This design comes from an exercise in tuning for small area on the open sky130 flow, not from production work.
RTL that was checked went through simulation tests only; none was proved equivalent to the original.
For run 2, only the layout was checked, not whether the RTL still works.

## flow/design.v (module list and top-level ports; edited modules follow where they fit)
// module dwt_mul_array: 1027 lines
// module dwt_fadd: 39 lines
// module dwt_pe: 112 lines
module dwt_pe #(parameter DATA_WIDTH = 32)
(
    input clk,
    input rst,
    input[DATA_WIDTH-1:0] transform1,
    input[DATA_WIDTH-1:0] transform2,
    input[DATA_WIDTH-1:0] transform3,
    input[DATA_WIDTH-1:0] transform4,
    input[DATA_WIDTH-1:0] transform5,
    input[DATA_WIDTH-1:0] transform6,
    input[DATA_WIDTH-1:0] data_in1,
    input[DATA_WIDTH-1:0] data_in2,
    input[DATA_WIDTH-1:0] data_in3,
    input[DATA_WIDTH-1:0] data_in4,
    input[DATA_WIDTH-1:0] data_in5,
    input[DATA_WIDTH-1:0] data_in6,
    output reg [DATA_WIDTH-1:0] data_out
);
  // ...
==> flow/flow/run.sh <==
#!/bin/bash
# The standard layout (standard.sh) with three changes:
#  - port buffers are buf_1, the smallest buffer, instead of the resizer's
#    own pick (clkdlybuf4s50_1);
#  - synthesis extracts full adders (extract_fa) before the quick abc pass of
#    yosys's fine step rather than after it, so the explicit full adders of
#    the RTL map to fa_1 cells without inverters between them;
#  - the final technology mapping uses flow/map.abc (one &nf pass with area
#    recovery) in place of ORFS's ABC script;
#  - after global routing, ORFS's own power recovery (RECOVER_POWER, which
#    downsizes gates on paths with positive slack) runs on 50% of those paths.
# The rest of synthesis is synth_recipe.tcl and ORFS's synth.tcl unchanged, so
# the registers (their inference, names and cells) are the standard ones.
set -euo pipefail
W=$PWD
sed -e "s|^source \$::env(SCRIPTS_DIR)/synth_preamble.tcl\$|&\nlset abc_args 1 $W/flow/map.abc|" \
    -e 's|^  synth -top $::env(DESIGN_NAME) -run fine: {\*}$synth_full_args$|  synth -top $::env(DESIGN_NAME) -run fine:check -noabc {*}$synth_full_args\n  extract_fa\n  techmap -map $::env(ADDER_MAP_FILE)\n  techmap\n  opt -fast\n  abc -fast\n  opt -fast\n  synth -top $::env(DESIGN_NAME) -run check: {*}$synth_full_args|' \
    "$FLOW_HOME/scripts/synth.tcl" > "$W/synth_map.tcl"
grep -q "^lset abc_args 1 " "$W/synth_map.tcl"
grep -q "^  extract_fa$" "$W/synth_map.tcl"
sed "s|source \$::env(SCRIPTS_DIR)/synth.tcl|source $W/synth_map.tcl|" \
    "$W/synth_recipe.tcl" > "$W/synth_recipe_map.tcl"
grep -q "synth_map.tcl" "$W/synth_recipe_map.tcl"
sed "s|SYNTH_SCRIPT=[^ ]*|SYNTH_SCRIPT=$W/synth_recipe_map.tcl|" "$W/standard.sh" > "$W/standard_map.sh"
grep -q "synth_recipe_map.tcl" "$W/standard_map.sh"
export BUFFER_PORTS_ARGS="-buffer_cell sky130_fd_sc_hd__buf_1"
export RECOVER_POWER=50
bash "$W/standard_map.sh" > "$W/standard.log" 2>&1
==> flow/flow/map.abc <==
&get -n
&st
&dch
&nf -p -R 50
&put
buffer -c
topo
stime -c
upsize -c
dnsize -c
==> flow/standard.sh <==
#!/bin/bash
# synth_recipe.tcl (not shown) runs the flow's synth.tcl, then flattens the netlist and writes it again
# the make line also repeats each setting of config.mk as NAME=value (left out here)
make -C /OpenROAD-flow-scripts/flow DESIGN_CONFIG=/design/flow/config.mk WORK_HOME=/design/flow/orfs CLKGATE_MAP_FILE= SYNTH_SCRIPT=/design/flow/synth_recipe.tcl "${@:-finish}"
==> flow/config.mk <==
export PLATFORM = sky130hd
export DESIGN_NAME = dwt_pe
export DESIGN_NICKNAME = dwt_pe
export VERILOG_FILES = /design/flow/design.v
export SDC_FILE = /design/flow/constraint.sdc
export NUM_CORES = 4
export LEC_CHECK = 0
export ABC_AREA = 1
export CAP_MARGIN = 20
export CORE_MARGIN = 2
export CORE_UTILIZATION = 40
export PLACE_DENSITY = 0.6
export SLEW_MARGIN = 20
==> flow/constraint.sdc <==
create_clock -name core_clock -period 10.0 [get_ports {clk}]
set_input_delay 2.0000 -clock core_clock [delete_from_list [all_inputs] [get_ports {clk}]]
set_output_delay 2.0000 -clock core_clock [all_outputs]
set_load 0.01 [all_outputs]
==> results.json, run 1 <==
{
  "yosysTopAreaCell": "fa_1",
  "worst-path-buf-inv": 4,
  "cpMaxStageDelayCell": "fa_2",
  "fin_area_um2": 26400,
  "grt_antenna_before_repair": 8,
  "synthMuxAreaShare_pct": 5.27,
  "grt_pass1_wl_um": 130000,
  "cts_tree": "done",
  "nClkBuffers": 17,
  "setup_slack_ns": 0.681,
  "netlist_area_um2": 22900,
  "yosys-top-cells-count": "nor2_1 (479), fa_1 (255), nand2_1 (212)",
  "final-nonclk-buf-share_pct": 9.70,
  "placementRows": 87,
  "critPathKind": "register to register",
  "grt-busiest-layer": "met2",
  "routedWlPerCell_um": 22.5,
  "cp_top_family": "compound AO/OA/AOI/OAI gates",
  "dp.final_hpwl_um": 69500,
  "yosysWarnings": 3,
  "clock_sinks": 170,
  "violations": "max-capacitance violations, max-slew violations",
  "max_slew_margin_pct": -47.2,
  "routed_wl_um": 84600,
  "fin_crit_ns": 9.32,
  "place_ws_ns": 0.161,
  "outcome": "failed layout checks",
  "met1_length_um": 36000,
  "fill_cells": 5492,
  "maxCapViolations": 4,
  "final_common_cell": "nor2_1",
  "die_w_um": 243,
  "slew_viol_final": 143,
  "yosysMostFrequentCell": "nor2_1",
  "syn-num-nets": 3395,
  "grt_max_degree": 58,
  "synth_top_cell_area_share_pct": 22.3,
  "antenna_left": 0,
  "start_util_pct": 40.5
}
==> module dwt_fadd, before the edit <==
module dwt_fadd (
    input  [31:0] x,
    input  [31:0] y,
    output [31:0] z
);
    wire [7:0]  ex = x[30:23];
    wire [7:0]  ey = y[30:23];
    wire        e_lt = ex < ey;
    wire        e_eq = ex == ey;
    wire        m_lt = x[22:0] < y[22:0];
    wire        swap = e_lt | (e_eq & m_lt);   
    wire        exc  = (&ex) | (&ey);
    wire        sub  = x[31] ^ y[31];
    wire [7:0]  dxy  = ex - ey;
    wire [7:0]  dyx  = ey - ex;
    wire [7:0]  d    = e_lt ? dyx : dxy;
    wire [7:0]  ea   = e_lt ? ey : ex;
    wire [7:0]  ea1  = ea + 8'd1;
    wire [23:0] sx   = {|ex, x[22:0]};
    wire [23:0] sy   = {|ey, y[22:0]};
    wire [23:0] sa   = swap ? sy : sx;
    wire [23:0] sb   = swap ? sx : sy;
    wire [23:0] sbs  = sb >> d;
    wire [24:0] S = {1'b0, sa} + {1'b0, sbs ^ {24{sub}}} + {24'd0, sub};
    wire        sbz = ~(|sbs);
    wire [24:0] T = {S[24] & ~sub, S[23:0]};
    reg  [4:0]  sh;
    integer i;
    always @* begin
        sh = 5'd25;
        for (i = 0; i < 24; i = i + 1)
            if (S[i]) sh = 5'd24 - i[4:0];
        if (sbz) sh = 5'd1;
        if (~sub) sh = {4'd0, ~S[24]};
    end
    wire [24:0] N = T << sh;
    wire [7:0]  en = ea1 - {3'd0, sh};
    assign z = exc ? 32'd0 : {swap ? y[31] : x[31], en, N[23:1]};
endmodule
==> inputs of run 2 (changes only) <==
--- a/flow/design.v
+++ b/flow/design.v
@@ -1018,55 +1018,237 @@
     assign s501 = s377 ^ k436 ^ s437;
     assign k502 = (s377 & k436) | (s377 & s437) | (k436 & s437);
     assign s503 = k378 ^ k438 ^ s439;
     assign k504 = (k378 & k438) | (k378 & s439) | (k438 & s439);
     assign s505 = pp[10][23] ^ pp[11][22] ^ k440;
     assign k506 = (pp[10][23] & pp[11][22]) | (pp[10][23] & k440) | (pp[11][22] & k440);
     wire [35:0] x = {1'b0, pp[11][23], k504, k502, k500, k498, k496, k494, k492, k490, k488, k486, k484, k482, k480, k478, k476, k474, k472, k470, k468, k466, k464, k462, k460, k458, k456, k454, k452, k450, k448, k446, k444, k442, c[1], pp[0][0]};
     wire [35:0] y = {1'b0, k506, s505, s503, s501, s499, s497, s495, s493, s491, s489, s487, s485, s483, s481, s479, s477, s475, s473, s471, s469, s467, s465, s463, s461, s459, s457, s455, s453, s451, s449, s447, s445, s443, s441, c[0]};
-    assign s = x + y;
+    dwt_add36 cpa (.a(x), .b(y), .ci(1'b0), .s(s));
+endmodule
+module dwt_add36 (input [35:0] a, input [35:0] b, input ci, output [35:0] s);
+    wire [35:0] p = a ^ b;
+    wire [35:0] g = a & b;
+    wire G0c = g[0] | (p[0] & ci);
+    wire G1 = g[1] | (p[1] & G0c);
+    wire G2 = g[3] | (p[3] & g[2]);
+    wire P2 = p[3] & p[2];
+    wire G3 = g[5] | (p[5] & g[4]);
+    wire P3 = p[5] & p[4];
+    wire G4 = g[7] | (p[7] & g[6]);
+    wire P4 = p[7] & p[6];
+    wire G5 = g[9] | (p[9] & g[8]);
+    wire P5 = p[9] & p[8];
+    wire G6 = g[11] | (p[11] & g[10]);
+    wire P6 = p[11] & p[10];
+    wire G7 = g[13] | (p[13] & g[12]);
+    wire P7 = p[13] & p[12];
+    wire G8 = g[15] | (p[15] & g[14]);
+    wire P8 = p[15] & p[14];
+    wire G9 = g[17] | (p[17] & g[16]);
+    wire P9 = p[17] & p[16];
+    wire G10 = g[19] | (p[19] & g[18]);
+    wire P10 = p[19] & p[18];
+    wire G11 = g[21] | (p[21] & g[20]);
+    wire P11 = p[21] & p[20];
+    wire G12 = g[23] | (p[23] & g[22]);
+    wire P12 = p[23] & p[22];
+    wire G13 = g[25] | (p[25] & g[24]);
+    wire P13 = p[25] & p[24];
+    wire G14 = g[27] | (p[27] & g[26]);
+    wire P14 = p[27] & p[26];
+    wire G15 = g[29] | (p[29] & g[28]);
+    wire P15 = p[29] & p[28];
+    wire G16 = g[31] | (p[31] & g[30]);
+    wire P16 = p[31] & p[30];
+    wire G17 = g[33] | (p[33] & g[32]);
+    wire P17 = p[33] & p[32];
+    wire G18 = g[35] | (p[35] & g[34]);
+    wire P18 = p[35] & p[34];
+    wire G19 = g[2] | (p[2] & G1);
+    wire G20 = G2 | (P2 & G1);
+    wire G21 = g[6] | (p[6] & G3);
+    wire P21 = p[6] & P3;
+    wire G22 = G4 | (P4 & G3);
+    wire P22 = P4 & P3;
+    wire G23 = g[10] | (p[10] & G5);
+    wire P23 = p[10] & P5;
+    wire G24 = G6 | (P6 & G5);
+    wire P24 = P6 & P5;
+    wire G25 = g[14] | (p[14] & G7);
+    wire P25 = p[14] & P7;
+    wire G26 = G8 | (P8 & G7);
+    wire P26 = P8 & P7;
+    wire G27 = g[18] | (p[18] & G9);
+    wire P27 = p[18] & P9;
+    wire G28 = G10 | (P10 & G9);
+    wire P28 = P10 & P9;
+    wire G29 = g[22] | (p[22] & G11);
+    wire P29 = p[22] & P11;
+    wire G30 = G12 | (P12 & G11);
+    wire P30 = P12 & P11;
+    wire G31 = g[26] | (p[26] & G13);
+    wire P31 = p[26] & P13;
+    wire G32 = G14 | (P14 & G13);
+    wire P32 = P14 & P13;
+    wire G33 = g[30] | (p[30] & G15);
+    wire P33 = p[30] & P15;
+    wire G34 = G16 | (P16 & G15);
+    wire P34 = P16 & P15;
+    wire G35 = g[34] | (p[34] & G17);
+    wire P35 = p[34] & P17;
+    wire G36 = G18 | (P18 & G17);
+    wire P36 = P18 & P17;
+    wire G37 = g[4] | (p[4] & G20);
+    wire G38 = G3 | (P3 & G20);
+    wire G39 = G21 | (P21 & G20);
+    wire G40 = G22 | (P22 & G20);
+    wire G41 = g[12] | (p[12] & G24);
+    wire P41 = p[12] & P24;
+    wire G42 = G7 | (P7 & G24);
+    wire P42 = P7 & P24;
+    wire G43 = G25 | (P25 & G24);
+    wire P43 = P25 & P24;
+    wire G44 = G26 | (P26 & G24);
+    wire P44 = P26 & P24;
+    wire G45 = g[20] | (p[20] & G28);
+    wire P45 = p[20] & P28;
+    wire G46 = G11 | (P11 & G28);
+    wire P46 = P11 & P28;
+    wire G47 = G29 | (P29 & G28);
+    wire P47 = P29 & P28;
+    wire G48 = G30 | (P30 & G28);
+    wire P48 = P30 & P28;
+    wire G49 = g[28] | (p[28] & G32);
+    wire P49 = p[28] & P32;
+    wire G50 = G15 | (P15 & G32);
+    wire P50 = P15 & P32;
+    wire G51 = G33 | (P33 & G32);
+    wire P51 = P33 & P32;
+    wire G52 = G34 | (P34 & G32);
+    wire P52 = P34 & P32;
+    wire G53 = g[8] | (p[8] & G40);
+    wire G54 = G5 | (P5 & G40);
+    wire G55 = G23 | (P23 & G40);
+    wire G56 = G24 | (P24 & G40);
+    wire G57 = G41 | (P41 & G40);
+    wire G58 = G42 | (P42 & G40);
+    wire G59 = G43 | (P43 & G40);
+    wire G60 = G44 | (P44 & G40);
+    wire G61 = g[24] | (p[24] & G48);
+    wire P61 = p[24] & P48;
+    wire G62 = G13 | (P13 & G48);
+    wire P62 = P13 & P48;
+    wire G63 = G31 | (P31 & G48);
+    wire P63 = P31 & P48;
+    wire G64 = G32 | (P32 & G48);
+    wire P64 = P32 & P48;
+    wire G65 = G49 | (P49 & G48);
+    wire P65 = P49 & P48;
+    wire G66 = G50 | (P50 & G48);
+    wire P66 = P50 & P48;
+    wire G67 = G51 | (P51 & G48);
+    wire P67 = P51 & P48;
+    wire G68 = G52 | (P52 & G48);
+    wire P68 = P52 & P48;
+    wire G69 = g[16] | (p[16] & G60);
+    wire G70 = G9 | (P9 & G60);
+    wire G71 = G27 | (P27 & G60);
+    wire G72 = G28 | (P28 & G60);
+    wire G73 = G45 | (P45 & G60);
+    wire G74 = G46 | (P46 & G60);
+    wire G75 = G47 | (P47 & G60);
+    wire G76 = G48 | (P48 & G60);
+    wire G77 = G61 | (P61 & G60);
+    wire G78 = G62 | (P62 & G60);
+    wire G79 = G63 | (P63 & G60);
+    wire G80 = G64 | (P64 & G60);
+    wire G81 = G65 | (P65 & G60);
+    wire G82 = G66 | (P66 & G60);
+    wire G83 = G67 | (P67 & G60);
+    wire G84 = G68 | (P68 & G60);
+    wire G85 = g[32] | (p[32] & G84);
+    wire G86 = G17 | (P17 & G84);
+    wire G87 = G35 | (P35 & G84);
+    wire G88 = G36 | (P36 & G84);
+    assign s[0] = p[0] ^ ci;
+    assign s[1] = p[1] ^ G0c;
+    assign s[2] = p[2] ^ G1;
+    assign s[3] = p[3] ^ G19;
+    assign s[4] = p[4] ^ G20;
+    assign s[5] = p[5] ^ G37;
+    assign s[6] = p[6] ^ G38;
+    assign s[7] = p[7] ^ G39;
+    assign s[8] = p[8] ^ G40;
+    assign s[9] = p[9] ^ G53;
+    assign s[10] = p[10] ^ G54;
+    assign s[11] = p[11] ^ G55;
+    assign s[12] = p[12] ^ G56;
+    assign s[13] = p[13] ^ G57;
+    assign s[14] = p[14] ^ G58;
+    assign s[15] = p[15] ^ G59;
+    assign s[16] = p[16] ^ G60;
+    assign s[17] = p[17] ^ G69;
+    assign s[18] = p[18] ^ G70;
+    assign s[19] = p[19] ^ G71;
+    assign s[20] = p[20] ^ G72;
+    assign s[21] = p[21] ^ G73;
+    assign s[22] = p[22] ^ G74;
+    assign s[23] = p[23] ^ G75;
+    assign s[24] = p[24] ^ G76;
+    assign s[25] = p[25] ^ G77;
+    assign s[26] = p[26] ^ G78;
+    assign s[27] = p[27] ^ G79;
+    assign s[28] = p[28] ^ G80;
+    assign s[29] = p[29] ^ G81;
+    assign s[30] = p[30] ^ G82;
+    assign s[31] = p[31] ^ G83;
+    assign s[32] = p[32] ^ G84;
+    assign s[33] = p[33] ^ G85;
+    assign s[34] = p[34] ^ G86;
+    assign s[35] = p[35] ^ G87;
 endmodule
 module dwt_fadd (
     input  [31:0] x,
     input  [31:0] y,
     output [31:0] z
 );
     wire [7:0]  ex = x[30:23];
     wire [7:0]  ey = y[30:23];
     wire        e_lt = ex < ey;
     wire        e_eq = ex == ey;
     wire        m_lt = x[22:0] < y[22:0];
-    wire        swap = e_lt | (e_eq & m_lt);   
+    wire        rev  = e_eq & m_lt;            
+    wire        swap = e_lt | rev;             
     wire        exc  = (&ex) | (&ey);
     wire        sub  = x[31] ^ y[31];
     wire [7:0]  dxy  = ex - ey;
     wire [7:0]  dyx  = ey - ex;
     wire [7:0]  d    = e_lt ? dyx : dxy;
     wire [7:0]  ea   = e_lt ? ey : ex;
-    wire [7:0]  ea1  = ea + 8'd1;
     wire [23:0] sx   = {|ex, x[22:0]};
     wire [23:0] sy   = {|ey, y[22:0]};
-    wire [23:0] sa   = swap ? sy : sx;
-    wire [23:0] sb   = swap ? sx : sy;
+    wire [23:0] sa   = e_lt ? sy : sx;
+    wire [23:0] sb   = e_lt ? sx : sy;
     wire [23:0] sbs  = sb >> d;
-    wire [24:0] S = {1'b0, sa} + {1'b0, sbs ^ {24{sub}}} + {24'd0, sub};
-    wire        sbz = ~(|sbs);
+    wire [24:0] S = {1'b0, sa ^ {24{sub & rev}}} + {1'b0, sbs ^ {24{sub & ~rev}}} + {24'd0, sub};
+    wire        sbz = rev ? ~(|sa) : ~(|sbs);
     wire [24:0] T = {S[24] & ~sub, S[23:0]};
     reg  [4:0]  sh;
     integer i;
     always @* begin
         sh = 5'd25;
         for (i = 0; i < 24; i = i + 1)
             if (S[i]) sh = 5'd24 - i[4:0];
         if (sbz) sh = 5'd1;
         if (~sub) sh = {4'd0, ~S[24]};
     end
     wire [24:0] N = T << sh;
-    wire [7:0]  en = ea1 - {3'd0, sh};
+    wire [7:0]  en = ea + 8'd1 - {3'd0, sh};
     assign z = exc ? 32'd0 : {swap ? y[31] : x[31], en, N[23:1]};
 endmodule
 module dwt_pe #(parameter DATA_WIDTH = 32)
 (
     input clk,
     input rst,
     input[DATA_WIDTH-1:0] transform1,
     input[DATA_WIDTH-1:0] transform2,
==> flow/flow/run.sh (replaced) <==
#!/bin/bash
# The standard layout, with the smallest buffer (buf_1) as the port
# buffers in place of the resizer's own pick (clkdlybuf4s50_1).
set -euo pipefail
export BUFFER_PORTS_ARGS="-buffer_cell sky130_fd_sc_hd__buf_1"
bash standard.sh > standard.log 2>&1
==> flow/config.mk (replaced) <==
export PLATFORM = sky130hd
export DESIGN_NAME = dwt_pe
export DESIGN_NICKNAME = dwt_pe
export VERILOG_FILES = /design/flow/design.v
export SDC_FILE = /design/flow/constraint.sdc
export NUM_CORES = 4
export LEC_CHECK = 0
export CAP_MARGIN = 20
export CORE_MARGIN = 2
export CORE_UTILIZATION = 40
export PLACE_DENSITY = 0.6
export SLEW_MARGIN = 20
removed: flow/flow/map.abc
==> results.json, run 2 <==
{
  "outcome": "finished clean",
  "dieHeight_um": 259,
  "min_path_type": "register to register",
  "synthTopCellsByArea": "fa_1 (20%), edfxtp_1 (11%), ha_1 (7.3%)",
  "drive_above_1_share_pct": 7.52,
  "max_slew_margin_pct": 25.1,
  "place_ws_ns": 0.290,
  "fin_skew_ns": 0.0125,
  "avgSynthCellArea_um2": 8.80,
  "htree_num_levels": 4,
  "cts_buffers": 17,
  "start_util_pct": 40.5,
  "viasPerCell": 5.78,
  "placementRows": 93,
  "max_freq_mhz": 107,
  "tightest_slew_ns": 1.12,
  "grt_antenna_before_repair": 8,
  "gp_congestion": 0.974,
  "cpMaxStageDelayCell": "a31oi_2",
  "r2r_setup_slack_ns": 0.72,
  "critPathMaxFanout": 16,
  "synth_top_cell_area_share_pct": 19.9,
  "fin_crit_ns": 9.34,
  "portBuffers": 417,
  "antenna_left": 0,
  "crit_path_end_kind": "register",
  "critPathKind": "input port to register",
  "yosysUniqueCellTypes": 101,
  "holdBufCountCts": 0,
  "r2r_cells": 34,
  "clkTransAtPathRegs_ns": 0.07,
  "postPlaceCellArea_um2": 28800,
  "yosysMostFrequentCell": "nand2_1",
  "yosysTopAreaCell": "fa_1",
  "clock_sinks": 170,
  "worstSetupStartpointType": "input port",
  "final_common_cell": "buf_1",
  "hold_viol_final": 0,
  "grt_pass1_vias": 24400,
  "finalSetupViolCount": 0,
  "post-route-period-util_pct": 93.4,
  "worstPathRequired_ns": 10.33,
  "track_usage_pct": 28.9,
  "overflow": 0,
  "routedWlPerCell_um": 23.3,
  "dieArea_um2": 67300,
  "reg2reg_to": "U[12]",
  "yosys-top-cells-count": "nand2_1 (328), inv_1 (307), fa_1 (260)",
  "dp.final_hpwl_um": 79500,
  "worstHoldStart": "data_out[22]",
  "vias": 24200,
  "grt_pass1_wl_um": 148000,
  "routed_wl_um": 97400,
  "area_growth_pct": 12.8,
  "clock_latency_ns": 0.44,
  "worst-path-buf-inv": 2,
  "maxCapViolations": 0,
  "setup_slack_ns": 0.660,
  "nets": 4112,
  "grt_max_degree": 58,
  "hold-path-cell-count": 2,
  "tns_ns": 0,
  "dr.pass1.iters": 6,
  "synthCells": 2967,
  "syn-num-nets": 3766,
  "cp_top_family": "compound AO/OA/AOI/OAI gates",
  "synth_edf_count": 96,
  "rsz0062_at_grt": "no",
  "core_um2": 64500,
  "synth_seq_cells": 170,
  "cp_data_arrival_time_ns": 9.67,
  "min_to": "data_out[22]",
  "crit_top_cell": "fa_1",
  "synthFlopType": "edfxtp_1",
  "ys_seq_area_share_pct": 16.7,
  "final_cell_mix": "buf_1 (417), nand2_1 (328), inv_1 (307), fa_1 (260), mux2i_1 (177)",
  "clock_path_buffers": 2,
  "io_pins": 418,
  "clock-root-buffer": "clkbuf_16",
  "slew_viol_final": 0,
  "yosysWarnings": 3,
  "worstSetupStartpoint": "data_in6[13]",
  "cts_tree": "done",
  "reg2reg_from": "U[23]",
  "fin_area_um2": 29400,
  "async_reset_ff_share_pct": 0,
  "die_w_um": 259,
  "critPathMaxStageDelay_ns": 0.91,
  "initialDrtViolationCount": 2156,
  "route.detailed.drc": 0,
  "netlist_area_um2": 26100
}
==> run 2: cell types whose count changed after synthesis, sizes merged, moves of 77 or more <==
cell    previous run  this run
nor2             488       177
inv               81       309
nand2            215       329
a21oi            183       106
a222oi           104         5
mux2i             94       181
==> run 2: layout make-up <==
| class | count | area (µm²) |
|---|---|---|
| well taps | 855 | 1070 |
| multi-input cells | 2307 | 20000 |
| diodes | 6 | 15.0 |
| flip-flops and latches | 170 | 4370 |
| clock buffers | 19 | 454 |
| fillers | 6589 | 35000 |
| clock inverters | 13 | 139 |
| repair buffers | 504 | 2230 |
| inverters | 313 | 1170 |
==> run 2: layer usage <==
layer  routed length, µm  share of wire [%]  up-vias  track usage [%]
met5                  11              0.011        -                0
met4                5090                5.2        2             14.1
met3                6360                6.5      190             4.03
met2               45900                 47     1045             48.2
met1               40100                 41    11900             36.8
li1                    -                  -    11100                -
==> run 2: how the worst max path moves through the flow <==
stage	to	cells past startpoint
CTS	U[30]	38
global placement	acc[21]	28
finish	acc[21]	25
floorplan	U[30]	37
detailed placement	acc[21]	25
global route	U[30]	40
==> run 2: cells by family after synthesis <==
kind of cell             synth area share, %
multiplexers                            11.0
adder cells (fa/ha/maj)                 27.3
AND/OR/NAND/NOR                         16.8
flip-flops                              16.7
XOR/XNOR                                3.59
AO/OA/AOI/OAI                           17.3
buffers and inverters                   7.33
==> run 2: timing repair <==
action	in CTS	in global routing
endpoints found under the setup margin	0	55
buffers inserted	0	1
gates resized for setup	0	7
==> run 2: worst min-delay path: stages (launching register included) <==
cell and delay, ns:
dfxtp_1 0.31, nand2_1 0.05, o21ai_1 0.05
==> run 2: stage by stage <==
step / hold slack, ns / util, % / cells
final: 0.450 / 45.6 / 4187
after global routing: 0.477 / 45.6 / 4187
after CTS: 0.455 / 45.6 / 4180
after detailed placement: 0.446 / 44.6 / 4148
after global placement: 0.442 / 44.6 / 4148
after floorplan: 0.474 / - / 2967

[afterwards: timing with drivers on the ports]
How much do the figures lean on ideal ports? The routed layouts below were timed once more, with nothing changed but the port constraints.
Step 1 assumes that a clkbuf_16 drives the clock port and a buf_2 every other input.
Step 2, shift: input delay + t, output delay - t, t = (earliest + latest rising clock arrival at the registers) / 2. This alone moves slack from input paths to output paths.
Three values: ideal ports, drivers, drivers and shift; two values: the first two.
run | shift t [ns] | setup WS [ns] | hold slack, ns | pins driven straight from the clock port
run 1 | 0.479 | 0.681 / 0.681 / 0.450 | 0.496 / 0.496 / 0.496 | 1
run 2 | 0.494 | 0.660 / 0.692 / 0.197 | 0.450 / 0.450 / 0.450 | 1
For run 2, which loses most, drivers alone change the setup slack by +0.032 ns; drivers and shift together by -0.463 ns.
